From an optimization exercise on the open Yosys and OpenROAD flow, aimed at small area, a short achievable clock period and few clock cycles per item; shortcuts taken in it are not production practice. Function was not checked in any run shown here: the RTL went through the layout flow alone. The clock input has no modelled driver; a real chip could not lean on it and would need a root buffer or a full tree. No activity file was given, so power comes from the tool's default toggle rates.

==> flow/design.v <==
`timescale 1ns / 1ps
module bin2bcd(
    input clk,
    input reset,
    input start,               
    input [11:0] bin_in,       
    output reg [15:0] bcd_out,  
    output reg done             
);
    wire [11:0] x = bin_in;
    wire [13:0] s;          
    wire i_27, i_28, i_29, i_30, i_31, i_32, i_33, i_34, i_35, i_36, i_37, i_38, i_39, i_40, i_41, i_42, i_43, i_44, i_45, i_46, i_47, i_48, i_49, i_50, i_51, i_52, i_53, i_54, i_55, i_56, i_57, i_58, i_59, i_60, i_61, i_62, i_63, i_64, i_65, i_66, i_67, i_68, i_69, i_70, i_71, i_72, i_73, i_74, i_75, i_76, i_77, i_78, i_79, i_80, i_82, i_83, i_85, i_87, i_89, i_90, i_91, i_92, i_93, i_94, i_95, i_97, i_98, i_99, i_100, i_101, i_102, i_103, i_104, i_105, i_106, i_107, i_109, i_110, i_112, i_113, i_115;
    assign i_27 = ~x[9]& x[11];
    assign i_28 = x[8]& ~x[10];
    assign i_29 = i_27 & ~i_28;
    assign i_30 = x[9]& ~x[11];
    assign i_31 = ~x[8]& x[10];
    assign i_32 = i_30 & ~i_31;
    assign i_33 = ~i_29 & ~i_32;
    assign i_34 = ~x[7]& ~i_33;
    assign i_35 = ~x[10]& i_27;
    assign i_36 = x[10]& ~i_27;
    assign i_37 = ~x[8]& ~i_30;
    assign i_38 = i_36 & ~i_37;
    assign i_39 = ~i_35 & ~i_38;
    assign i_40 = x[8]& ~i_39;
    assign i_41 = ~x[8]& i_39;
    assign i_42 = ~i_40 & ~i_41;
    assign i_43 = i_34 & ~i_42;
    assign i_44 = ~i_33 & ~i_43;
    assign i_45 = i_36 & i_37;
    assign i_46 = x[8]& i_35;
    assign i_47 = ~i_45 & ~i_46;
    assign i_48 = ~i_44 & i_47;
    assign i_49 = ~x[7]& ~i_48;
    assign i_50 = ~i_42 & ~i_49;
    assign i_51 = ~i_34 & ~i_50;
    assign i_52 = ~x[6]& i_51;
    assign i_53 = x[7]& i_48;
    assign i_54 = ~i_49 & ~i_53;
    assign i_55 = x[7]& ~i_47;
    assign i_56 = ~i_43 & ~i_55;
    assign i_57 = i_52 & i_54;
    assign i_58 = i_51 & ~i_57;
    assign i_59 = i_56 & ~i_58;
    assign i_60 = ~x[6]& ~i_59;
    assign i_61 = i_54 & ~i_60;
    assign i_62 = ~i_52 & ~i_61;
    assign i_63 = ~x[5]& i_62;
    assign i_64 = x[6]& i_59;
    assign i_65 = ~i_60 & ~i_64;
    assign i_66 = i_63 & i_65;
    assign i_67 = x[6]& ~i_56;
    assign i_68 = ~i_57 & ~i_67;
    assign i_69 = x[5]& ~i_68;
    assign i_70 = ~i_66 & ~i_69;
    assign i_71 = i_62 & ~i_66;
    assign i_72 = i_68 & ~i_71;
    assign i_73 = ~x[5]& ~i_72;
    assign i_74 = i_65 & ~i_73;
    assign i_75 = ~i_63 & ~i_74;
    assign i_76 = ~x[4]& i_75;
    assign i_77 = x[5]& i_72;
    assign i_78 = ~i_73 & ~i_77;
    assign i_79 = i_76 & i_78;
    assign i_80 = i_75 & ~i_79;
    assign s[7]= ~i_70 | i_80;
    assign i_82 = ~x[4]& s[7];
    assign i_83 = x[4]& ~s[7];
    assign s[4]= i_82 | i_83;
    assign i_85 = i_78 & ~i_82;
    assign s[5]= ~i_76 & ~i_85;
    assign i_87 = x[4]& ~i_70;
    assign s[6]= i_79 | i_87;
    assign i_89 = x[11]& ~i_35;
    assign i_90 = i_48 & i_89;
    assign i_91 = i_59 & i_90;
    assign i_92 = ~i_48 & ~i_89;
    assign i_93 = ~i_38 & i_90;
    assign i_94 = i_59 & ~i_92;
    assign i_95 = ~i_39 & ~i_94;
    assign s[12]= i_93 | i_95;
    assign i_97 = i_59 & s[12];
    assign i_98 = i_92 & ~i_97;
    assign i_99 = ~i_91 & ~i_98;
    assign i_100 = ~i_59 & ~s[12];
    assign i_101 = ~i_97 & ~i_100;
    assign i_102 = i_72 & ~i_99;
    assign i_103 = i_101 & i_102;
    assign i_104 = ~i_99 & ~i_103;
    assign i_105 = ~i_39 & i_94;
    assign i_106 = ~i_90 & ~i_105;
    assign i_107 = ~i_91 & ~i_106;
    assign s[11]= i_104 | i_107;
    assign i_109 = ~i_72 & ~s[11];
    assign i_110 = i_72 & s[11];
    assign s[8]= i_109 | i_110;
    assign i_112 = ~i_101 & ~i_102;
    assign i_113 = i_72 & i_107;
    assign s[9]= i_112 | i_113;
    assign i_115 = ~i_72 & i_107;
    assign s[10]= i_103 | i_115;
    assign s[13]= i_89 & ~i_93;
    assign s[0]= x[0];
    assign s[1]= x[1];
    assign s[2]= x[2];
    assign s[3]= x[3];
    reg [13:0] s_q;
    always @(posedge clk)
        s_q <= s;
    always @(posedge clk or posedge reset)
    begin
        if (reset)
            done <= 1'b0;
        else
            done <= start;
    end
    wire [13:0] y = s_q;
    wire [15:0] o;
    wire o_32, o_33, o_34, o_35, o_36, o_37, o_38, o_39, o_40, o_41, o_42, o_43, o_44, o_45, o_46, o_47, o_48, o_49, o_50, o_51, o_52, o_53, o_54, o_55, o_56, o_57, o_58, o_60, o_61, o_63, o_64, o_66, o_68, o_69, o_70, o_71, o_72, o_73, o_74, o_75, o_76, o_77, o_78, o_79, o_80, o_81, o_82, o_83, o_84, o_85, o_86, o_87, o_88, o_89, o_90, o_91, o_92, o_93, o_94, o_96, o_97, o_99, o_100, o_102, o_104, o_105, o_106, o_107, o_108, o_109, o_110, o_111, o_112, o_113, o_114, o_115, o_116, o_118, o_119, o_120, o_121, o_122, o_124, o_125, o_127, o_128, o_130;
    assign o_32 = ~y[3]& y[5];
    assign o_33 = y[4]& ~o_32;
    assign o_34 = ~y[3]& y[6];
    assign o_35 = ~o_33 & ~o_34;
    assign o_36 = ~y[2]& ~o_35;
    assign o_37 = ~y[4]& o_32;
    assign o_38 = y[5]& ~o_37;
    assign o_39 = ~y[6]& ~o_38;
    assign o_40 = ~y[3]& ~o_39;
    assign o_41 = y[3]& o_39;
    assign o_42 = ~o_40 & ~o_41;
    assign o_43 = o_36 & o_42;
    assign o_44 = y[3]& y[6];
    assign o_45 = ~o_37 & ~o_44;
    assign o_46 = y[2]& ~o_45;
    assign o_47 = ~o_43 & ~o_46;
    assign o_48 = ~o_36 & ~o_42;
    assign o_49 = ~y[2]& ~o_45;
    assign o_50 = ~o_48 & ~o_49;
    assign o_51 = ~y[1]& ~o_50;
    assign o_52 = ~o_35 & ~o_43;
    assign o_53 = o_45 & ~o_52;
    assign o_54 = ~y[2]& ~o_53;
    assign o_55 = y[2]& o_53;
    assign o_56 = ~o_54 & ~o_55;
    assign o_57 = o_51 & o_56;
    assign o_58 = ~o_50 & ~o_57;
    assign o[4]= ~o_47 | o_58;
    assign o_60 = ~y[1]& o[4];
    assign o_61 = y[1]& ~o[4];
    assign o[1]= o_60 | o_61;
    assign o_63 = ~o_51 & ~o_56;
    assign o_64 = ~y[1]& ~o_47;
    assign o[2]= o_63 | o_64;
    assign o_66 = y[1]& ~o_47;
    assign o[3]= o_57 | o_66;
    assign o_68 = ~y[7]& y[9];
    assign o_69 = y[8]& ~o_68;
    assign o_70 = ~y[7]& y[10];
    assign o_71 = ~o_69 & ~o_70;
    assign o_72 = o_39 & ~o_71;
    assign o_73 = ~y[8]& o_68;
    assign o_74 = y[9]& ~o_73;
    assign o_75 = ~y[10]& ~o_74;
    assign o_76 = ~y[7]& ~o_75;
    assign o_77 = y[7]& o_75;
    assign o_78 = ~o_76 & ~o_77;
    assign o_79 = o_72 & o_78;
    assign o_80 = y[7]& y[10];
    assign o_81 = ~o_73 & ~o_80;
    assign o_82 = ~o_39 & ~o_81;
    assign o_83 = ~o_79 & ~o_82;
    assign o_84 = ~o_72 & ~o_78;
    assign o_85 = o_39 & ~o_81;
    assign o_86 = ~o_84 & ~o_85;
    assign o_87 = o_53 & ~o_86;
    assign o_88 = ~o_71 & ~o_79;
    assign o_89 = o_81 & ~o_88;
    assign o_90 = o_39 & ~o_89;
    assign o_91 = ~o_39 & o_89;
    assign o_92 = ~o_90 & ~o_91;
    assign o_93 = o_87 & o_92;
    assign o_94 = ~o_86 & ~o_93;
    assign o[8]= ~o_83 | o_94;
    assign o_96 = o_53 & o[8];
    assign o_97 = ~o_53 & ~o[8];
    assign o[5]= o_96 | o_97;
    assign o_99 = o_53 & ~o_83;
    assign o_100 = ~o_87 & ~o_92;
    assign o[6]= o_99 | o_100;
    assign o_102 = ~o_53 & ~o_83;
    assign o[7]= o_93 | o_102;
    assign o_104 = y[11]& ~y[13];
    assign o_105 = ~y[11]& y[13];
    assign o_106 = y[12]& ~o_105;
    assign o_107 = o_75 & o_106;
    assign o_108 = ~o_104 & o_107;
    assign o_109 = ~y[12]& o_105;
    assign o_110 = ~o_75 & o_109;
    assign o_111 = ~o_108 & ~o_110;
    assign o_112 = o_105 & ~o_110;
    assign o_113 = ~o_104 & ~o_112;
    assign o_114 = ~o_107 & ~o_113;
    assign o_115 = o_89 & o_114;
    assign o_116 = o_106 & ~o_108;
    assign o[13]= o_109 | o_116;
    assign o_118 = o_75 & o[13];
    assign o_119 = ~o_75 & ~o[13];
    assign o_120 = ~o_118 & ~o_119;
    assign o_121 = o_115 & o_120;
    assign o_122 = o_114 & ~o_121;
    assign o[12]= ~o_111 | o_122;
    assign o_124 = o_89 & o[12];
    assign o_125 = ~o_89 & ~o[12];
    assign o[9]= o_124 | o_125;
    assign o_127 = ~o_115 & ~o_120;
    assign o_128 = o_89 & ~o_111;
    assign o[10]= o_127 | o_128;
    assign o_130 = ~o_89 & ~o_111;
    assign o[11]= o_121 | o_130;
    assign o[14]= y[13]& ~o_109;
    assign o[15]= 1'b0;
    assign o[0]= y[0];
    always @(*)
        bcd_out = o;
endmodule
==> flow/flow/run.sh <==
#!/bin/bash
# Own flow: the standard layout, with two changes:
#  - synthesis maps the logic with an area-oriented ABC script (flow/abc_map.script);
#    Yosys does not extract half/full adders (ADDER_MAP_FILE empty);
#    everything else in synthesis is the standard script;
#  - ports are buffered with sky130_fd_sc_hd__buf_1 instead of the default buffer.
set -euo pipefail
W=$(pwd)
F=$W/flow
export MY_ABC_SCRIPT=$F/abc_map.script
export FLOW_SYNTH_TCL=$W/synth_recipe.tcl
make -C "$FLOW_HOME" DESIGN_CONFIG="$W/config.mk" WORK_HOME="$W/orfs" CLKGATE_MAP_FILE= \
  SYNTH_SCRIPT="$F/my_synth.tcl" ADDER_MAP_FILE= synth > "$W/synth.log" 2>&1
export BUFFER_PORTS_ARGS="-buffer_cell sky130_fd_sc_hd__buf_1"
cp standard.sh standard_used.sh
bash standard.sh > "$W/layout.log" 2>&1
==> flow/flow/abc_map.script <==
strash
dch
amap
topo
stime -c
==> flow/flow/my_synth.tcl <==
# The standard synthesis script (synth_recipe.tcl), with only the script
# that ABC maps the logic with replaced by MY_ABC_SCRIPT. Yosys's -import skips
# commands that already exist, so this abc wrapper is the one synth.tcl calls.
proc abc {args} {
  set i [lsearch -exact $args -script]
  if {$i >= 0} { lset args [expr {$i + 1}] $::env(MY_ABC_SCRIPT) }
  yosys abc {*}$args
}
source $::env(FLOW_SYNTH_TCL)
==> flow/standard.sh <==
#!/bin/bash
# synth_recipe.tcl (not shown) runs the flow's synth.tcl, then flattens the netlist and writes it again
# the make line also repeats each setting of config.mk as NAME=value (left out here)
make -C /OpenROAD-flow-scripts/flow DESIGN_CONFIG=/design/flow/config.mk WORK_HOME=/design/flow/orfs CLKGATE_MAP_FILE= SYNTH_SCRIPT=/design/flow/synth_recipe.tcl "${@:-finish}"
==> flow/config.mk <==
export PLATFORM = sky130hd
export DESIGN_NAME = bin2bcd
export DESIGN_NICKNAME = bin2bcd
export VERILOG_FILES = /design/flow/design.v
export SDC_FILE = /design/flow/constraint.sdc
export NUM_CORES = 4
export LEC_CHECK = 0
export CAP_MARGIN = 20
export CORE_MARGIN = 2
export CORE_UTILIZATION = 40
export SLEW_MARGIN = 20
==> flow/constraint.sdc <==
create_clock -name core_clock -period 5.0 [get_ports {clk}]
set_input_delay 1.0000 -clock core_clock [delete_from_list [all_inputs] [get_ports {clk}]]
set_output_delay 1.0000 -clock core_clock [all_outputs]
set_load 0.01 [all_outputs]
==> results of run 1 <==
[cells by family after synthesis]
group           synth area share, %
compound gates                 32.6
buf+inv                        11.9
flops                          29.3
other cells                   0.359
simple gates                   25.9
[final cells by class]
| type | count | area, sq um | area share, % |
|---|---|---|---|
| Multi-Input combinational cell | 124 | 629 | 49.7 |
| Sequential cell | 15 | 305 | 24.1 |
| Timing Repair Buffer | 36 | 160 | 12.6 |
| Inverter | 29 | 109 | 8.59 |
| Tap cell | 30 | 37.5 | 2.96 |
| Clock buffer | 4 | 26.3 | 2.07 |
[power by group]
group | internal [uW] | switching, uW | leakage (uW)
sequential | 143 | 12.6 | 0.000129
combinational | 128 | 220 | 0.000329
clock | 30.9 | 32.1 | 0.0000150
[flip-flops by register name, summed over array words and instances, names as in the netlist]
register / flops
s_q: 14
done: 1
[worst max path at each step]
stage	startpoint	end	slack, ns
2_1_floorplan	bin_in[11]	s_q[5]$_DFF_P_	0.17
3_3_place_gp	bin_in[11]	s_q[5]$_DFF_P_	0.1
3_5_place_dp	bin_in[11]	s_q[5]$_DFF_P_	-0.08
4_1_cts	bin_in[11]	s_q[5]$_DFF_P_	0.20
5_1_grt	bin_in[11]	s_q[5]$_DFF_P_	0.04
6_report	bin_in[10]	s_q[5]$_DFF_P_	0.67
[through the flow]
| step | area (sq um) | worst slack [ns] | TNS, ns | instances |
|---|---|---|---|---|
| 5_1_grt | 1270 | 0.0405 | 0 | 238 |
| 3_3_place_gp | 1220 | 0.0955 | 0 | 234 |
| 3_5_place_dp | 1220 | -0.0834 | -0.0948 | 234 |
| 4_1_cts | 1250 | 0.195 | 0 | 238 |
| 2_1_floorplan | 1040 | 0.171 | 0 | 170 |
| 6_report | 1270 | 0.665 | 0 | 238 |
[synthesized netlist by cell type (all sizes together)]
cell	count	share of area, %
buf	2	1.4
o21a	3	2.2
a21oi	7	3.4
conb	1	0.36
dfrtp	1	2.4
dfxtp	14	27
a22oi	4	2.9
nor2	38	14
a211oi	1	0.72
o21ai	24	12
o22a	2	1.7
nor2b	2	1.2
o22ai	15	9.0
o21bai	1	0.72
nor3	3	1.4
clkinv	29	10
a31oi	1	0.60
and2	2	1.2
or2	5	3.0
nand2	15	5.4
[metal layers]
layer | vias up | routed length (um)
li1 | 654 | -
met1 | 516 | 983
met2 | 22 | 1060
met3 | 2 | 77
met4 | 0 | 19
met5 | - | 0
[critical path: stages]
cell and delay (ns):
buf_1 0.17, nor2_1 0.07, nor3_1 0.13, a31oi_1 0.08
or2_0 0.23, nor2_1 0.14, o21ai_1 0.09, clkinv_1 0.10
nor2_1 0.05, o21ai_0 0.20, or2_0 0.17, nor2_1 0.06
o21ai_0 0.22, clkinv_1 0.13, nor2_1 0.10, o21ai_1 0.07
or2_0 0.22, nor2_1 0.15, o21ai_1 0.10, clkinv_1 0.08
nor2_1 0.04, o21ai_0 0.18, or2_0 0.20, nor2_1 0.06
o21ai_1 0.17, clkinv_1 0.11, nor2_1 0.11, o21a_1 0.12
[timing repair]
action / CTS / global route
endpoints found under the setup margin: 0 / 5
hold endpoints to repair: 0 / 0
setup buffers: 0 / 0
gates resized for setup: 0 / 13
==> results.toml, run 1 <==
[status]
outcome = "no timing/DRC/antenna violations"

[job]
drv_cap = 0

[global_routing]
grt_pass1_wl_um = 3410
grt_use_met1_pct = 17.2
use_met3_pct = 1.61
grt_max_degree = 9
use_met2_pct = 28.2
top_usage_layer = "met2"
grt_pass1_vias = 951
overflow = 0
antenna_found_initial = 0
grt.total_usage_pct = 15.1

[die]
ios = 32
die_w_um = 55.1
coreArea_sq_mm = 0.00248
initial_core_util_pct = 42.1
die_h_um = 55.1
dieArea_sq_mm = 0.00303
num_rows = 18

[clock_tree]
cts_max_level = 1
numCtsBuffers = 3
cts_tree = "yes"
clk_pin_slew_ns = 0.08
clkSinkCount = 15
root_buffer = "clkbuf_4"
hold_buffers = 0
cts_max_path_buffers = 2

[placed_design]
place_hpwl_um = 1840
place_congestion = 0.736
portBuffers = 30

[setup_path]
worstPathArrival_ns = 4.55
worstPathRequired_ns = 5.22
crit_fanout = 4
crit_type = "in -> reg"
cp-end-kind = "flop"
setup.worst_path.start_class = "input port"

[cells_and_area]
n_fill_cell = 255
nets = 224
utilization_pct = 51.2
insertedDiodeCount = 0
layout-drive-gt1-share_pct = 7.69
layout_commonest_cell = "nor2_1"
layout_common_cells = "nor2_1 (37), clkinv_1 (28), buf_1 (28)"
syn_to_final_growth_pct = 21.5

[synth]
syn-num-nets = 185
ys_seq_elements = 15
postSynthAreaPerCell_sq_um = 6.14
synth_warnings = 1
synth.distinct_cells = 20
syn_area_sq_mm = 0.00104
netlist_instances = 170
ys_seq_area_share_pct = 29.3

[power]
power.total_uw = 566
power_leakage_uw = 0.000474
powerDensity_mw_per_mm2 = 446
ir_worst_vdd_mv = 0.247

[sta]
whs_ns = 0.519
finalCritPeriodShare_pct = 86.7
min_period_ns = 4.33
maxSlewViolCount = 0
hold_viol = 0
setup_violations = 0
max_freq_ghz = 0.231
rsz0062_at_grt = "false"

[routing]
drtAntennaViolNets = 0
wl_per_cell_um = 8.99
dr.first_iter.drc_count = 17
vias = 1194
drc = 0
avgViaCountPerCell = 5.02
wl_um = 2140
drt_pass1_iterations = 4

[worst_hold_path]
min_path_type = "in -> async"
==> run 2: changes to the inputs <==
==> flow/flow/abc_map.script (replaced) <==
strash
dch
map -D 2000
topo
stime -c
--- a/flow/config.mk
+++ b/flow/config.mk
@@ -7,5 +7,5 @@
 export LEC_CHECK = 0
 export CAP_MARGIN = 20
-export CORE_MARGIN = 2
-export CORE_UTILIZATION = 40
+export CORE_AREA = 2.3 2.72 59.8 59.84
+export DIE_AREA = 0 0 62 62
 export SLEW_MARGIN = 20
==> run 2 against run 1 <==
  * Still clean on timing, DRC and antenna
  * Sequential cell count unchanged
  * Final cell count up 13%
  * Combinational power up 17%
  * Die area up 27%
  * Critical path depth down 8
  * Clock-buffer cell count down 1
  * Maximum frequency up 16%
  * Critical path type unchanged
  * Critical endpoint unchanged
  * Largest power group unchanged
  * Highest routed layer unchanged
==> results.toml, run 2 <==
[status]
outcome = "no timing/DRC/antenna violations"

[setup_path]
crit_top_cell = "nand2_1"
crit_type = "in -> reg"
worstPathCellList = "buf_1, clkinv_1, o21ai_0, nand2_1, nand2_1, xor2_1, nand2_1, a21oi_1, nand2_1, nand2_1, o21ai_0, nand2_1, nand2_1, a21oi_1, o31ai_1, a21oi_1, o22ai_1, a21oi_1, o21ai_0, a21oi_1"
cp-end-kind = "flop"
crit_buf_inv = 2
setup.worst_path.start_class = "input port"
worstPathArrival_ns = 3.94
max_stage_delay_ns = 0.27
crit_fanout = 5
cp_top_family = "compound AO/OA/AOI/OAI gates"
worstPathRequired_ns = 5.21
crit_slowest_cell = "a21oi_1"

[cells_and_area]
regMostFlops = "s_q"
fin_cells = 269
insertedDiodeCount = 0
syn_to_final_growth_pct = 15.9
layout_commonest_cell = "clkinv_1"
layout-drive-gt1-share_pct = 5.38
final_cell_area_sq_mm = 0.00134
nets = 239
largest_reg_flops = 14
layout_common_cells = "clkinv_1 (45), nand2_1 (32), buf_1 (30)"
largest_registers = "s_q (14), done (1)"

[sta]
rsz0062_at_grt = "false"
whs_ns = 0.510
hold_viol = 0
maxSlewViolCount = 0
max_freq_ghz = 0.269
min_period_ns = 3.72
finalCritPeriodShare_pct = 74.5
tns_ns = 0
setup_violations = 0

[clock_tree]
hold_buffers = 0
cts_max_path_buffers = 2
cts_max_level = 1
cts_resized = 0
numCtsBuffers = 3
clk_pin_slew_ns = 0.08
cts_tree = "yes"
clkSinkCount = 15
root_buffer = "clkbuf_4"
cts_setup_buffers = 0

[synth]
synthXorXnorAreaFrac_pct = 7.60
ys_seq_area_share_pct = 26.5
ys_seq_elements = 15
synthMuxAreaShare_pct = 0
ys.flop_type = "dfxtp_1"
synth_top_family_by_area = "compound AO/OA/AOI/OAI gates"
synth_warnings = 1
synth.distinct_cells = 23
synthAdderAreaFrac_pct = 0
synth_edf_count = 0
syn_area_sq_mm = 0.00115
async_flop_share_pct = 6.67
syn-num-nets = 206
yosysMostFrequentCell = "clkinv_1"
synth_simple_gate_area_share_pct = 24.6
synth_compound_area_share_pct = 25.0
ys_top_cells_by_count = "clkinv_1 (45), nand2_1 (32), nor2_1 (27)"
yosys.area.top_type = "dfxtp_1"
netlist_instances = 191
synth.top_cell.area_share_pct = 24.3
synth_area_leaders = "dfxtp_1 (24%), clkinv_1 (15%), nand2_1 (10%)"
postSynthAreaPerCell_sq_um = 6.03

[die]
die_h_um = 62
ios = 32
die_w_um = 62
dieArea_sq_mm = 0.00384
initial_core_util_pct = 35.1
coreArea_sq_mm = 0.00328
num_rows = 21

[power]
power_leakage_uw = 0.000531
powerDensity_mw_per_mm2 = 470
power.total_uw = 627
ir_worst_vdd_mv = 0.0982

[global_routing]
grt_pass1_wl_um = 3170
antenna_found_initial = 0
overflow = 0
grt_max_degree = 10
grt.total_usage_pct = 10.9
grt_pass1_vias = 874

[job]
drv_cap = 0

[placed_design]
dp.cells = 265
place_congestion = 0.773
portBuffers = 30
place_hpwl_um = 1700
place_area_sq_mm = 0.00131

[routing]
drc = 0
drt_pass1_iterations = 4
vias = 1180
wl_per_cell_um = 7.10
dr.first_iter.drc_count = 23
wl_um = 1910
drtAntennaViolNets = 0
avgViaCountPerCell = 4.39

[worst_hold_path]
min_path_type = "in -> async"
==> run 2: changes by cell type after synthesis, moves of 8 or more <==
cell | before | now
a21oi_1 | 7 | 15
o21ai_0 | 24 | 15
nand2_1 | 15 | 32
clkinv_1 | 29 | 45
xor2_1 | 0 | 9
nor2_1 | 38 | 27
==> run 2: kinds of logic after synthesis <==
kind of cell / after synthesis
AO/OA/AOI/OAI: 49
buffers and inverters: 47
other: 1
XOR/XNOR: 10
flip-flops: 15
AND/OR/NAND/NOR: 69
==> run 2: metal layers <==
layer  share of wire, %  vias up  GRT usage, %
met5                  0        -             0
met4                2.6        0          8.21
met3                3.1        4          1.24
met2                 43       20          17.7
met1                 51      477          13.0
li1                   -      679             -
==> run 2: path summary, 6_finish.rpt <==
path	depth (start not counted)	slack (ns)	start	end
max in group asynchronous	2	4.41	reset	done$_DFF_PP0_
max	20	1.28	bin_in[9]	s_q[5]$_DFF_P_
min in group core_clock	1	0.81	bin_in[0]	s_q[0]$_DFF_P_
min	2	0.51	reset	done$_DFF_PP0_
==> run 2: power by group <==
| part | switching [uW] | internal (uW) | leakage (uW) | total, uW |
|---|---|---|---|---|
| clock | 34.3 | 29.6 | 0.0000177 | 64.0 |
| combinational | 259 | 147 | 0.000384 | 406 |
| sequential | 13.5 | 144 | 0.000129 | 157 |
==> run 2: layout make-up <==
cell class / count / area (sq um)
Fill cell: 371 / 1950
Multi-Input combinational cell: 129 / 663
Sequential cell: 15 / 305
Inverter: 45 / 169
Timing Repair Buffer: 30 / 113
Tap cell: 46 / 57.6
Clock buffer: 3 / 22.5
Clock inverter: 1 / 5.00
==> run 2: stage by stage <==
stage / util, % / setup WS, ns
floorplan: - / 1.51
global placement: 39.8 / 1.11
detailed placement: 39.8 / 1.04
CTS: 40.6 / 1.24
global route: 40.6 / 0.807
finish: 40.6 / 1.28
==> run 3: changes to the inputs <==
==> flow/flow/run.sh (replaced) <==
#!/bin/bash
# Own flow: the standard layout (standard.sh), with these changes:
#  - synthesis maps the logic with its own ABC scripts: flow/abc_in.script for
#    the logic before the registers, flow/abc_out.script for the logic after
#    them (flow/my_synth.tcl); Yosys does not extract half/full adders
#    (ADDER_MAP_FILE empty); everything else in synthesis is the standard
#    script (synth_recipe.tcl);
#  - ports are buffered with sky130_fd_sc_hd__buf_1 instead of the default buffer.
# Each tool's output goes to a log file of its own in the work folder.
set -euo pipefail
W=$(pwd)
F=$W/flow
export MY_ABC_IN=$F/abc_in.script
export MY_ABC_OUT=$F/abc_out.script
export FLOW_SYNTH_TCL=$W/synth_recipe.tcl
make -C "$FLOW_HOME" DESIGN_CONFIG="$W/config.mk" WORK_HOME="$W/orfs" CLKGATE_MAP_FILE= \
  SYNTH_SCRIPT="$F/my_synth.tcl" ADDER_MAP_FILE= synth > "$W/synth.log" 2>&1
export BUFFER_PORTS_ARGS="-buffer_cell sky130_fd_sc_hd__buf_1"
bash standard.sh > "$W/layout.log" 2>&1
==> flow/flow/abc_in.script (new file) <==
strash
dch
map -D 2500
topo
stime -c
==> flow/flow/abc_out.script (new file) <==
strash
dch
map -D 1750
topo
stime -c
==> flow/flow/my_synth.tcl (replaced) <==
# The standard synthesis script (synth_recipe.tcl), with only ABC's mapping
# scripts replaced. The logic in the input cone of the output ports (after the
# registers) is mapped with MY_ABC_OUT, the rest (before the registers) with
# MY_ABC_IN. Yosys's -import skips commands that already exist, so this abc
# wrapper is the one synth.tcl calls.
proc abc {args} {
  set i [lsearch -exact $args -script]
  set a_out $args
  set a_in $args
  if {$i >= 0} {
    lset a_out [expr {$i + 1}] $::env(MY_ABC_OUT)
    lset a_in [expr {$i + 1}] $::env(MY_ABC_IN)
  }
  yosys select -set my_out_cone o:* %cie*
  yosys abc {*}$a_out @my_out_cone
  yosys select -clear
  yosys abc {*}$a_in
}
source $::env(FLOW_SYNTH_TCL)
removed: flow/flow/abc_map.script
==> run 3 against run 2 <==
  * Design area down 2.6%
  * Still clean on timing, DRC and antenna
  * Largest power group unchanged
  * Clock power up 2%
  * Worst setup slack worse by 0.21 ns
==> results.toml, run 3 <==
[synth]
synthXorXnorAreaFrac_pct = 8.62
ys_seq_elements = 15
netlist_instances = 187
synthMuxAreaShare_pct = 0
ys.flop_type = "dfxtp_1"
ys_top_cells_by_count = "clkinv_1 (44), nand2_1 (39), nor2_1 (23)"
yosys.area.top_type = "dfxtp_1"
yosysMostFrequentCell = "clkinv_1"
synthAdderAreaFrac_pct = 0
synth_compound_area_share_pct = 22.6
synth.top_cell.area_share_pct = 25.1
postSynthAreaPerCell_sq_um = 5.97
async_flop_share_pct = 6.67
synth_edf_count = 0
synth.distinct_cells = 22
synth_top_family_by_area = "simple AND/OR/NAND/NOR gates"
synth_simple_gate_area_share_pct = 25.0
ys_seq_area_share_pct = 27.3
synth_warnings = 1
synth_area_leaders = "dfxtp_1 (25%), clkinv_1 (15%), nand2_1 (13%)"
syn_area_sq_mm = 0.00112
syn-num-nets = 202

[cells_and_area]
final-seq-area_sq_um = 305
nets = 235
n_fill_cell = 365
largest_registers = "s_q (14), done (1)"
multi_input_area_sq_um = 632
layout_commonest_cell = "clkinv_1"
layout_common_cells = "clkinv_1 (44), nand2_1 (39), buf_1 (30)"
largest_reg_flops = 14
syn_to_final_growth_pct = 16.3
insertedDiodeCount = 0
utilization_pct = 39.6
regMostFlops = "s_q"
final_cell_area_sq_mm = 0.00130
layout-drive-gt1-share_pct = 3.65

[setup_path]
worstPathArrival_ns = 4.10
setup.worst_path.start_class = "input port"
crit_type = "in -> reg"
worstPathRequired_ns = 5.16
crit_fanout = 4
cp-end-kind = "flop"

[routing]
wl_per_cell_um = 7.01
drt_pass1_iterations = 3
dr.first_iter.drc_count = 30
avgViaCountPerCell = 4.31
vias = 1142
drc = 0
drtAntennaViolNets = 0
wl_um = 1860

[worst_hold_path]
min_path_type = "in -> async"

[clock_tree]
clk_pin_slew_ns = 0.09
root_buffer = "clkbuf_4"
clkSinkCount = 15
numCtsBuffers = 3
cts_max_path_buffers = 2
cts_setup_buffers = 0
cts_tree = "yes"
cts_max_level = 1
cts_resized = 0
hold_buffers = 0

[power]
power_leakage_uw = 0.000531
powerDensity_mw_per_mm2 = 491
ir_worst_vdd_mv = 0.109

[sta]
setup_violations = 0
tns_ns = 0
hold_viol = 0
min_period_ns = 3.94
maxSlewViolCount = 0
max_freq_ghz = 0.254
finalCritPeriodShare_pct = 78.7
rsz0062_at_grt = "false"

[die]
die_h_um = 62
num_rows = 21
ios = 32
coreArea_sq_mm = 0.00328
initial_core_util_pct = 34.0
die_w_um = 62
dieArea_sq_mm = 0.00384

[global_routing]
top_usage_layer = "met2"
grt_pass1_vias = 932
overflow = 0
antenna_found_initial = 0
grt_pass1_wl_um = 3190
use_met3_pct = 1.86
grt_max_degree = 10
use_met2_pct = 19.9
grt_use_met1_pct = 11.4
grt.total_usage_pct = 11.0

[placed_design]
portBuffers = 30
place_hpwl_um = 1700
place_congestion = 0.803
place_area_sq_mm = 0.00127

[status]
outcome = "no timing/DRC/antenna violations"

[job]
drv_cap = 0
## run 3: cell count changes after synthesis, sizes merged, moves of 2 or more
cell / previous run / this run
nand2: 32 / 39
a22o: 2 / 0
and2: 3 / 1
nor2: 27 / 23
a22oi: 4 / 2
a21oi: 15 / 8
xor2: 9 / 11
o21ai: 15 / 19
## run 3: cell type report
type / instances / area share (%)
multi-input cells: 126 / 48.6
flip-flops and latches: 15 / 23.5
repair buffers: 30 / 8.66
clock buffers: 3 / 1.73
clock inverters: 1 / 0.385
well taps: 46 / 4.43
inverters: 44 / 12.7
## run 3: cells by family after synthesis
group	after synthesis
AND/OR/NAND/NOR	70
buffers and inverters	46
AO/OA/AOI/OAI	44
flip-flops	15
XOR/XNOR	11
other	1
## run 3: critical path, stage by stage
cell and delay (ns):
buf_1 0.12, clkinv_1 0.07, nor2_1 0.14, nor2_1 0.07, o21ai_0 0.16, nand2_1 0.15
xor2_1 0.17, nand2_1 0.08, nand2_1 0.05, nand2_1 0.13, clkinv_1 0.10, o21ai_0 0.23
o211ai_1 0.13, nand2_1 0.14, clkinv_1 0.11, nor2_1 0.12, o21ai_0 0.11, a21o_2 0.21
nand2_1 0.13, clkinv_1 0.10, nand2_1 0.06, nand2_1 0.06, o21ai_0 0.20, nand2_1 0.10
nand2_1 0.09, a21oi_1 0.06
## run 3: routing by layer
layer / share of wire [%] / up-vias
met1: 46 / 474
met5: 0 / -
met3: 3.2 / 0
met2: 50 / 19
li1: - / 649
met4: 0 / 0
## run 3: report_power, final
group | internal [uW] | leakage, uW | switching [uW] | total [uW]
clock network | 29.6 | 0.0000177 | 35.4 | 65.0
logic | 147 | 0.000383 | 269 | 416
registers | 145 | 0.000129 | 12.2 | 157
## run 3: final timing paths
| kind | start | endpoint | slack [ns] | cells after the start |
|---|---|---|---|---|
| setup / recovery | bin_in[11] | s_q[5]$_DFF_P_ | 1.06 | 26 |
| hold / removal | reset | done$_DFF_PP0_ | 0.51 | 2 |
| max in group asynchronous | reset | done$_DFF_PP0_ | 4.41 | 2 |
| min in group core_clock | bin_in[0] | s_q[0]$_DFF_P_ | 0.81 | 1 |
## run 3: stage by stage
stage                     cells  power [uW]  setup WS [ns]  hold WS (ns)
after detailed placement    261         582          0.736         0.808
after global routing        265         723          0.566         0.483
after CTS                   265         649           1.03         0.492
after global placement      261         577          0.804         0.806
after floorplan             187         478           1.31         0.723
final                       265         638           1.06         0.508
==> run 4: changes to the inputs <==
==> flow/flow/abc_in.script (replaced) <==
strash
dch
map -D 1750
topo
stime -c
==> flow/flow/abc_out.script (replaced) <==
strash
dch
map -D 2250
topo
stime -c
==> run 4 against run 3 <==
  * Still clean on timing, DRC and antenna
  * Worst setup slack improved by 0.047 ns
  * Routed wire length rose by 5.1%
  * Final cell count rose by 2.6%
  * Design area rose by 3.8%
  * Power fell by 6.7%
  * Maximum frequency rose by 1.2%
  * Sequential share of layout area fell by 0.85 points
  * Clock-buffer cell count rose by 1
  * Sequential cell count did not move
  * Synthesized cell count rose by 3.7%
  * First-iteration DRC count fell by 3.3%
  * Highest routed layer is now met4
==> results.toml, run 4 <==
[sta]
setup_violations = 0
maxSlewViolCount = 0
rsz0062_at_grt = "false"
finalCritPeriodShare_pct = 77.8
setup_ws_ns = 1.11
max_freq_ghz = 0.257
slew_headroom_pct = 59.8
min_period_ns = 3.89
hold_viol = 0
tightest_slew_ns = 0.597
tns_ns = 0

[synth]
synth_area_leaders = "dfxtp_1 (24%), clkinv_1 (13%), nor2_1 (11%)"
syn-num-nets = 209
ys_top_cells_by_count = "clkinv_1 (39), nor2_1 (34), nand2_1 (29)"
synth_warnings = 1
syn_area_sq_mm = 0.00117
synth.top_cell.area_share_pct = 24.0
postSynthAreaPerCell_sq_um = 6.02
ys.flop_type = "dfxtp_1"
synth_edf_count = 0
async_flop_share_pct = 6.67
ys_seq_elements = 15
synth.distinct_cells = 24
yosysMostFrequentCell = "clkinv_1"
ys_seq_area_share_pct = 26.2
yosys.area.top_type = "dfxtp_1"
netlist_instances = 194

[cells_and_area]
layout_common_cells = "clkinv_1 (39), nor2_1 (34), buf_1 (30)"
layout-drive-gt1-share_pct = 4.42
n_fill_cell = 369
largest_registers = "s_q (14), done (1)"
layout_commonest_cell = "clkinv_1"
fin_cells = 272
multi_input_area_sq_um = 701
largest_reg_flops = 14
nets = 242
syn_to_final_growth_pct = 15.5
insertedDiodeCount = 0
regMostFlops = "s_q"
final-seq-area_sq_um = 305

[clock_tree]
cts_tree = "yes"
cts_max_level = 1
cts_resized = 0
cts_setup_buffers = 0
clkSinkCount = 15
hold_buffers = 0
numCtsBuffers = 3
clk_pin_slew_ns = 0.08
cts_max_path_buffers = 2
root_buffer = "clkbuf_4"

[placed_design]
place_hpwl_um = 1730
portBuffers = 30
pre_cts_slack_ns = 1.23
dp.cells = 268
place_congestion = 0.893

[power]
power_leakage_uw = 0.000544
seqPwrFrac_pct = 26.0
swShare_pct = 47.9
p_int_uw = 310
clkPwrFrac_pct = 11.0
p_sw_uw = 285
powerDensity_mw_per_mm2 = 441
ir_worst_vdd_mv = 0.107
combPwrFrac_pct = 63.0

[routing]
avgViaCountPerCell = 4.54
drt_pass1_iterations = 4
drc = 0
dr.first_iter.drc_count = 29
drtAntennaViolNets = 0
wl_per_cell_um = 7.18
vias = 1234
wl_um = 1950

[setup_path]
setup.worst_path.start_class = "flop"
crit_path_start = "s_q[9]$_DFF_P_"
worstPathCellList = "clkinv_1, nor2_1, clkinv_1, nor2_1, nor2_1, nor2_1, xor2_1, and2_2, o21ai_0, nor2_1, nand2_1, clkinv_1, o21ai_0, xor2_1, buf_1"
worstPathArrival_ns = 2.89
worstPathRequired_ns = 4.00
crit_slowest_cell = "o21ai_0"
max_stage_delay_ns = 0.48
crit_fanout = 5
cp-end-kind = "primary output"
crit_type = "reg -> out"
crit_top_cell = "nor2_1"

[die]
num_rows = 21
die_h_um = 62
ios = 32
coreArea_sq_mm = 0.00328
initial_core_util_pct = 35.5
die_w_um = 62
dieArea_sq_mm = 0.00384

[global_routing]
grt_pass1_vias = 941
grt_max_degree = 9
overflow = 0
antenna_found_initial = 0
grt.total_usage_pct = 11.3
grt_pass1_wl_um = 3420

[job]
drv_cap = 0

[worst_hold_path]
min_path_type = "in -> async"

[status]
outcome = "no timing/DRC/antenna violations"
==> run 4: stage by stage <==
stage	total power [uW]	util (%)	hold WS (ns)	cell area, sq um
finish	595	41.1	0.515	1350
global route	679	41.1	0.510	1350
CTS	602	41.1	0.507	1350
detailed placement	536	40.3	0.811	1320
global placement	536	40.3	0.806	1320
floorplan	444	-	0.723	1170
==> run 4: layout make-up <==
| type | count | share of cell area (%) |
|---|---|---|
| repair buffers | 30 | 8.35 |
| flip-flops and latches | 15 | 22.6 |
| multi-input cells | 138 | 51.9 |
| well taps | 46 | 4.27 |
| clock buffers | 4 | 1.95 |
| inverters | 39 | 10.9 |
==> run 4: worst paths after layout <==
kind | to | slack [ns] | cells past startpoint
setup / recovery | bcd_out[9] | 1.11 | 15
hold / removal | done$_DFF_PP0_ | 0.52 | 2
max in group asynchronous | done$_DFF_PP0_ | 4.40 | 2
min in group core_clock | s_q[1]$_DFF_P_ | 0.81 | 1
==> run 4: logic make-up after synthesis <==
kind of cell | Yosys count | synth area share (%)
other | 1 | 0.321
flip-flops | 15 | 26.2
AO/OA/AOI/OAI | 51 | 25.3
XOR/XNOR | 8 | 6.00
AND/OR/NAND/NOR | 78 | 28.4
buffers and inverters | 41 | 13.8
==> run 4: layer usage <==
layer | part of all wire, % | up-vias | track usage (%)
li1 | - | 703 | -
met1 | 54 | 507 | 14.9
met2 | 41 | 20 | 18.8
met3 | 2.6 | 4 | 0.621
met4 | 1.9 | 0 | 5.47
met5 | 0 | - | 0
==> run 4: worst max-delay path: cells and delay by family, from the launching register on <==
kind	cells	cell delay (ns)
flip-flops	1	0.32
buffers and inverters	4	0.35
XOR/XNOR	2	0.28
AND/OR/NAND/NOR	7	0.94
AO/OA/AOI/OAI	2	0.70
==> run 4: power groups by stage <==
stage	combinational, uW	clock, uW	sequential, uW
2_1_floorplan	288	0	156
3_3_place_gp	378	0	158
3_5_place_dp	378	0	158
4_1_cts	378	69.0	155
5_1_grt	446	74.1	159
6_report	375	65.5	155
==> run 5: changes to the inputs <==
==> flow/flow/abc_in.script (replaced) <==
strash
dch
map -D 2000
topo
stime -c
==> flow/flow/abc_out.script (replaced) <==
strash
dch
map -D 2000
topo
stime -c
==> run 5 against run 4 <==
  * Synthesized cell count is 0.52% lower
  * Non-clock buffer count stayed put
  * Final cell count is 0.37% lower
  * Global-route usage is 0.20 points higher
  * Die area stayed put
  * Combinational power is 5% higher
  * Clock-buffer cell count stayed put
  * Still clean
  * Power is 2.8% higher
  * Critical path type is now in -> reg
  * Area after synthesis is 1.9% lower
  * Clock power is 3.4% lower
==> results.toml, run 5 <==
[synth]
netlist_instances = 193
synth.top_cell.area_share_pct = 24.5
ys_top_cells_by_count = "clkinv_1 (43), nand2_1 (33), nor2_1 (32)"
synthMuxAreaShare_pct = 0
postSynthAreaPerCell_sq_um = 5.93
synthXorXnorAreaFrac_pct = 6.89
synth_compound_area_share_pct = 26.2
syn-num-nets = 208
synth_warnings = 1
async_flop_share_pct = 6.67
syn_area_sq_mm = 0.00114
synth_area_leaders = "dfxtp_1 (24%), clkinv_1 (14%), nand2_1 (11%)"
ys_seq_area_share_pct = 26.7
ys_seq_elements = 15
ys.flop_type = "dfxtp_1"
synth_simple_gate_area_share_pct = 24.5
synth_top_family_by_area = "compound AO/OA/AOI/OAI gates"
yosysMostFrequentCell = "clkinv_1"
yosys.area.top_type = "dfxtp_1"
synth.distinct_cells = 25
synthAdderAreaFrac_pct = 0
synth_edf_count = 0

[clock_tree]
cts_max_path_buffers = 2
clk_pin_slew_ns = 0.08
cts_tree = "yes"
root_buffer = "clkbuf_4"
cts_max_level = 1
hold_buffers = 0
cts_setup_buffers = 0
numCtsBuffers = 3
clkSinkCount = 15
cts_resized = 0

[routing]
wl_per_cell_um = 7.41
drtAntennaViolNets = 0
dr.first_iter.drc_count = 19
drt_pass1_iterations = 4
avgViaCountPerCell = 4.47
vias = 1211
wl_um = 2010
drc = 0

[global_routing]
grt_max_degree = 9
grt.total_usage_pct = 11.5
overflow = 0
grt_pass1_vias = 923
antenna_found_initial = 0
grt_pass1_wl_um = 3310

[sta]
hold_viol = 0
max_freq_ghz = 0.263
finalCritPeriodShare_pct = 76.0
maxSlewViolCount = 0
setup_violations = 0
rsz0062_at_grt = "false"
setup_ws_ns = 1.20
tns_ns = 0
min_period_ns = 3.80

[die]
dieArea_sq_mm = 0.00384
coreArea_sq_mm = 0.00328
die_w_um = 62
num_rows = 21
die_h_um = 62
ios = 32
initial_core_util_pct = 34.9

[cells_and_area]
layout_commonest_cell = "clkinv_1"
layout_common_cells = "clkinv_1 (43), nand2_1 (33), nor2_1 (32)"
multi_input_area_sq_um = 663
nets = 241
regMostFlops = "s_q"
final-seq-area_sq_um = 305
layout-drive-gt1-share_pct = 3.11
n_fill_cell = 371
largest_registers = "s_q (14), done (1)"
largest_reg_flops = 14
syn_to_final_growth_pct = 15.8
insertedDiodeCount = 0

[status]
outcome = "no timing/DRC/antenna violations"

[job]
drv_cap = 0

[power]
powerDensity_mw_per_mm2 = 462
power.total_uw = 612
power_leakage_uw = 0.000529
ir_worst_vdd_mv = 0.100

[placed_design]
pre_cts_slack_ns = 0.944
place_congestion = 0.822
place_hpwl_um = 1770
portBuffers = 30

[setup_path]
worstPathArrival_ns = 4.00
setup.worst_path.start_class = "input port"
worstPathRequired_ns = 5.20
crit_type = "in -> reg"
cp-end-kind = "flop"
crit_fanout = 6

[worst_hold_path]
min_path_type = "in -> async"
-- run 5: cell types whose count changed after synthesis, sizes merged, moves of 2 or more --
cell / previous run / this run
nand3: 6 / 2
clkinv: 39 / 43
and2: 4 / 1
nor2: 34 / 32
nand2: 29 / 33
a21oi: 13 / 16
-- run 5: report_power, final --
group          switching (uW)  internal, uW
clock                    32.4          30.9
sequential               13.2           143
combinational             253           140
-- run 5: per-stage QoR --
step / hold WS (ns) / cell area (sq um) / util, % / std cells
after CTS: 0.496 / 1330 / 40.4 / 271
after detailed placement: 0.808 / 1300 / 39.6 / 267
after global placement: 0.806 / 1300 / 39.6 / 267
final: 0.516 / 1330 / 40.4 / 271
after floorplan: 0.723 / 1140 / - / 193
after global routing: 0.486 / 1330 / 40.4 / 271
-- run 5: worst max-delay path, stage by stage --
cell      delay, ns
buf_1          0.14
clkinv_1       0.10
o21ai_0        0.22
nand2_1        0.12
nand2_1        0.14
nand2_1        0.06
and3_2         0.20
o21bai_1       0.20
nand2_1        0.10
a21oi_1        0.17
o21ai_0        0.14
nand2_1        0.17
nand2_1        0.07
a21oi_1        0.26
o31ai_1        0.15
a21oi_1        0.18
o21ai_0        0.11
a21oi_1        0.15
o21ai_0        0.12
a21oi_1        0.16
-- run 5: final cells by class --
| cell class | instances | area share (%) |
|---|---|---|
| Clock buffer | 4 | 1.98 |
| Inverter | 43 | 12.2 |
| Multi-Input combinational cell | 133 | 50.0 |
| Sequential cell | 15 | 23.0 |
| Tap cell | 46 | 4.34 |
| Timing Repair Buffer | 30 | 8.49 |
-- run 5: logic make-up (layout without fill, tap and decap cells) --
kind of cell,count (synthesis),in the layout
simple gates,71,71
compound gates,52,52
buf+inv,45,77
flops,15,15
xor+xnor,9,9
other cells,1,1
-- run 5: metal layers --
layer,vias up,share of wire [%],track usage (%)
met5,-,0,0
met4,0,1.3,8.21
met3,2,3.2,1.86
met2,21,46,19.2
met1,500,49,13.3
li1,688,-,-
-- run 5: final timing paths --
kind / cells past startpoint / to / startpoint / slack [ns]
min in group core_clock: 1 / s_q[1]$_DFF_P_ / bin_in[1] / 0.81
hold / removal: 2 / done$_DFF_PP0_ / reset / 0.52
max in group asynchronous: 2 / done$_DFF_PP0_ / reset / 4.40
setup / recovery: 20 / s_q[5]$_DFF_P_ / bin_in[9] / 1.20
==> run 6: changes to the inputs <==
--- a/flow/flow/run.sh
+++ b/flow/flow/run.sh
@@ -6,9 +6,12 @@
 #    (ADDER_MAP_FILE empty); everything else in synthesis is the standard
 #    script (synth_recipe.tcl);
-#  - ports are buffered with sky130_fd_sc_hd__buf_1 instead of the default buffer.
+#  - ports are buffered with sky130_fd_sc_hd__buf_1 instead of the default buffer;
+#  - after CTS, the clock tree is flattened to one buffer that drives all the
+#    flip-flops (flow/flat_cts.tcl): the design has only 15 of them.
 # Each tool's output goes to a log file of its own in the work folder.
 set -euo pipefail
 W=$(pwd)
 F=$W/flow
+R=$W/orfs/results/$FLOW_PLATFORM/bin2bcd/base
 export MY_ABC_IN=$F/abc_in.script
 export MY_ABC_OUT=$F/abc_out.script
@@ -17,3 +20,5 @@
   SYNTH_SCRIPT="$F/my_synth.tcl" ADDER_MAP_FILE= synth > "$W/synth.log" 2>&1
 export BUFFER_PORTS_ARGS="-buffer_cell sky130_fd_sc_hd__buf_1"
+bash standard.sh cts > "$W/layout_to_cts.log" 2>&1
+CTS_ODB=$R/4_cts.odb CLK_NET=clk ROOT_BUF=sky130_fd_sc_hd__clkbuf_8 openroad -no_init -exit "$F/flat_cts.tcl" > "$W/flat_cts.log" 2>&1
 bash standard.sh > "$W/layout.log" 2>&1
==> flow/flow/abc_out.script (replaced) <==
strash
dch
map -D 1750
topo
stime -c
==> flow/flow/flat_cts.tcl (new file) <==
# Flatten the clock tree that CTS built into a single buffer: every clock sink
# is driven by the root clock buffer (the one the clock port drives); the
# other clock buffers and CTS's dummy clock loads are removed. Then the
# placement is legalised again.
read_db $::env(CTS_ODB)
set block [ord::get_db_block]
set clk [$block findNet $::env(CLK_NET)]
set root ""
foreach it [$clk getITerms] {
  if {[$it isInputSignal] || [[$it getMTerm] getSigType] eq "CLOCK" || [$it getIoType] eq "INPUT"} { set root [$it getInst] }
}
if {$root eq ""} { error "no root clock buffer" }
set rootnet ""
foreach it [$root getITerms] {
  if {[$it getIoType] eq "OUTPUT"} { set rootnet [$it getNet] }
}
puts "root buffer [$root getName] ([[$root getMaster] getName]) drives [$rootnet getName]"
set removed 0
set again 1
while {$again} {
  set again 0
  foreach it [$rootnet getITerms] {
    set inst [$it getInst]
    if {$inst eq $root} { continue }
    set m [[$inst getMaster] getName]
    if {![string match "sky130_fd_sc_hd__clkbuf_*" $m] && ![string match "sky130_fd_sc_hd__clkinv*" $m] && ![string match "sky130_fd_sc_hd__buf_*" $m] && ![string match "sky130_fd_sc_hd__inv*" $m]} { continue }
    # a buffer in the tree: move its sinks to the root net
    set out ""
    foreach jt [$inst getITerms] { if {[$jt getIoType] eq "OUTPUT"} { set out [$jt getNet] } }
    if {$out ne "" && $out ne "NULL"} {
      foreach jt [$out getITerms] {
        if {[$jt getInst] eq $inst} { continue }
        $jt disconnect
        $jt connect $rootnet
      }
      odb::dbNet_destroy $out
    }
    puts "removed [$inst getName] ($m)"
    odb::dbInst_destroy $inst
    incr removed
    set again 1
    break
  }
}
if {[info exists ::env(ROOT_BUF)]} {
  set master [[ord::get_db] findMaster $::env(ROOT_BUF)]
  $root swapMaster $master
  puts "root buffer is now $::env(ROOT_BUF)"
}
set n 0
foreach it [$rootnet getITerms] { incr n }
puts "removed $removed clock tree cells; root net has $n pins"
detailed_placement
check_placement
write_db $::env(CTS_ODB)
==> run 6 against run 5 <==
  * Die area is the same
  * Design area shrank 0.57%
  * Routed wire length shrank 2.5%
  * Largest cell class unchanged
  * Largest power group unchanged
  * Highest routed layer unchanged
==> results.toml, run 6 <==
[cells_and_area]
final_cell_area_sq_mm = 0.00132
largest_registers = "s_q (14), done (1)"
layout_common_cells = "clkinv_1 (43), nand2_1 (38), buf_1 (30)"
layout-drive-gt1-share_pct = 2.24
utilization_pct = 40.2
n_fill_cell = 378
insertedDiodeCount = 0
fin_cells = 269
syn_to_final_growth_pct = 14.7
largest_reg_flops = 14
nets = 240
layout_commonest_cell = "clkinv_1"
regMostFlops = "s_q"

[sta]
slew_headroom_pct = 65.1
finalCritPeriodShare_pct = 77.8
max_freq_ghz = 0.257
whs_ns = 0.640
setup_violations = 0
tightest_slew_ns = 0.519
min_period_ns = 3.89
maxSlewViolCount = 0
rsz0062_at_grt = "false"
tns_ns = 0
hold_viol = 0

[global_routing]
antenna_found_initial = 0
grt_max_degree = 16
grt.total_usage_pct = 12.2
overflow = 0
grt_pass1_vias = 906
grt_pass1_wl_um = 3330

[die]
die_h_um = 62
num_rows = 21
dieArea_sq_mm = 0.00384
initial_core_util_pct = 35.0
ios = 32
die_w_um = 62
coreArea_sq_mm = 0.00328

[clock_tree]
clkSinkCount = 15
cts_resized = 0
clk_pin_slew_ns = 0.09
hold_buffers = 0
cts_setup_buffers = 0

[synth]
synth_area_leaders = "dfxtp_1 (24%), clkinv_1 (14%), nand2_1 (12%)"
ys.flop_type = "dfxtp_1"
async_flop_share_pct = 6.67
syn_area_sq_mm = 0.00115
yosysMostFrequentCell = "clkinv_1"
netlist_instances = 194
syn-num-nets = 209
yosys.area.top_type = "dfxtp_1"
synth.distinct_cells = 24
postSynthAreaPerCell_sq_um = 5.93
ys_top_cells_by_count = "clkinv_1 (43), nand2_1 (38), nor2_1 (27)"
ys_seq_area_share_pct = 26.6
synth.top_cell.area_share_pct = 24.4
synth_warnings = 1
synth_edf_count = 0
ys_seq_elements = 15

[setup_path]
setup.worst_path.start_class = "input port"
crit_fanout = 6
worstPathRequired_ns = 5.08
cp-end-kind = "flop"
crit_type = "in -> reg"
worstPathArrival_ns = 3.98

[routing]
wl_per_cell_um = 7.28
dr.first_iter.drc_count = 56
vias = 1205
wl_um = 1960
drtAntennaViolNets = 0
avgViaCountPerCell = 4.48
drt_pass1_iterations = 4
drc = 0

[power]
power_leakage_uw = 0.000529
ir_worst_vdd_mv = 0.114
powerDensity_mw_per_mm2 = 449

[placed_design]
dp.cells = 268
portBuffers = 30
place_congestion = 0.836
place_hpwl_um = 1720
place_area_sq_mm = 0.00131

[worst_hold_path]
min_path_type = "in -> async"

[status]
outcome = "no timing/DRC/antenna violations"

[job]
drv_cap = 0
run 6: final timing paths:
kind | slack [ns] | cells after the start | endpoint | startpoint
min | 0.64 | 2 | done$_DFF_PP0_ | reset
min in group core_clock | 0.94 | 1 | s_q[2]$_DFF_P_ | bin_in[2]
max in group asynchronous | 4.28 | 2 | done$_DFF_PP0_ | reset
max | 1.11 | 20 | s_q[5]$_DFF_P_ | bin_in[9]
run 6: per-stage QoR:
| step | total power [uW] | setup WS [ns] |
|---|---|---|
| after floorplan | 457 | 1.49 |
| after global placement | 551 | 1.09 |
| after detailed placement | 554 | 0.962 |
| after CTS | 621 | 1.27 |
| after global routing | 675 | 0.623 |
| final | 592 | 1.11 |
run 6: layout make-up:
| cell class | instances | area, sq um | area share (%) |
|---|---|---|---|
| inverters | 43 | 161 | 12.2 |
| well taps | 46 | 57.6 | 4.36 |
| multi-input cells | 134 | 668 | 50.7 |
| clock buffers | 1 | 13.8 | 1.04 |
| flip-flops and latches | 15 | 305 | 23.2 |
| repair buffers | 30 | 113 | 8.54 |
run 6: cell families after synthesis:
group / share of synthesized area [%]
AO/OA/AOI/OAI: 26.1
other: 0.326
buffers and inverters: 15.3
flip-flops: 26.6
AND/OR/NAND/NOR: 24.8
XOR/XNOR: 6.86
run 6: worst max-delay path, cell delays in order:
cell and delay, ns:
buf_1 0.14, clkinv_1 0.10, o21ai_0 0.20, nand2_1 0.12, nand2_1 0.15, nand2_1 0.06
and3_2 0.20, o21bai_1 0.21, nand2_1 0.10, a21oi_1 0.17, o21ai_0 0.14, nand2_1 0.18
nand2_1 0.07, a21oi_1 0.26, o31ai_1 0.15, a21oi_1 0.18, o21ai_0 0.12, a21oi_1 0.16
o21ai_0 0.13, a21oi_1 0.14
run 6: metal layers:
metal | part of all wire, % | wire (um) | global-route usage [%] | up-vias
met1 | 51 | 993 | 16.6 | 496
met5 | 0 | 0 | 0 | -
li1 | - | - | - | 680
met3 | 4.2 | 83 | 0.621 | 2
met4 | 1.4 | 27 | 3.65 | 0
met2 | 44 | 852 | 20.7 | 27
run 6: power by group:
part	leakage (uW)	switching, uW	internal [uW]
clock network	0.00000719	27.3	18.4
registers	0.000129	11.3	143
logic	0.000392	254	139

[separate check: timing with driven ports]
Ports are ideal in the flow. The routed layouts listed here were re-timed in OpenROAD.
Step 1: set_driving_cell puts a clkbuf_16 on clk and a buf_2 on each other input, an assumption about the parent block.
Step 2, shift: input delay + t, output delay - t, t = (earliest + latest rising clock arrival at the registers) / 2. This alone moves slack from input paths to output paths.
a / b / c = ideal ports / drivers / drivers and shift; a / b = the first two.
| run | t (ns) | setup slack, ns | worst setup path after step 2 | worst data-port slew with drivers (ns) |
|---|---|---|---|---|
| run 1 | 0.287 | 0.665 / 0.662 / 0.374 | input to register | 0.03 |
| run 2 | 0.293 | 1.276 / 1.266 / 0.983 | input to register | 0.03 |
| run 3 | 0.292 | 1.064 / 1.063 / 0.770 | input to register | 0.03 |
| run 4 | 0.291 | 1.111 / 1.092 / 1.213 | input to register | 0.03 |
| run 5 | 0.290 | 1.201 / 1.200 / 0.910 | input to register | 0.03 |
| run 6 | 0.168 | 1.108 / 1.110 / 0.943 | input to register | 0.03 |
After both steps every run listed still meets setup and hold. The setup slack of run 3, which loses most, moves by -0.001 ns with the drivers and by -0.294 ns with both steps.
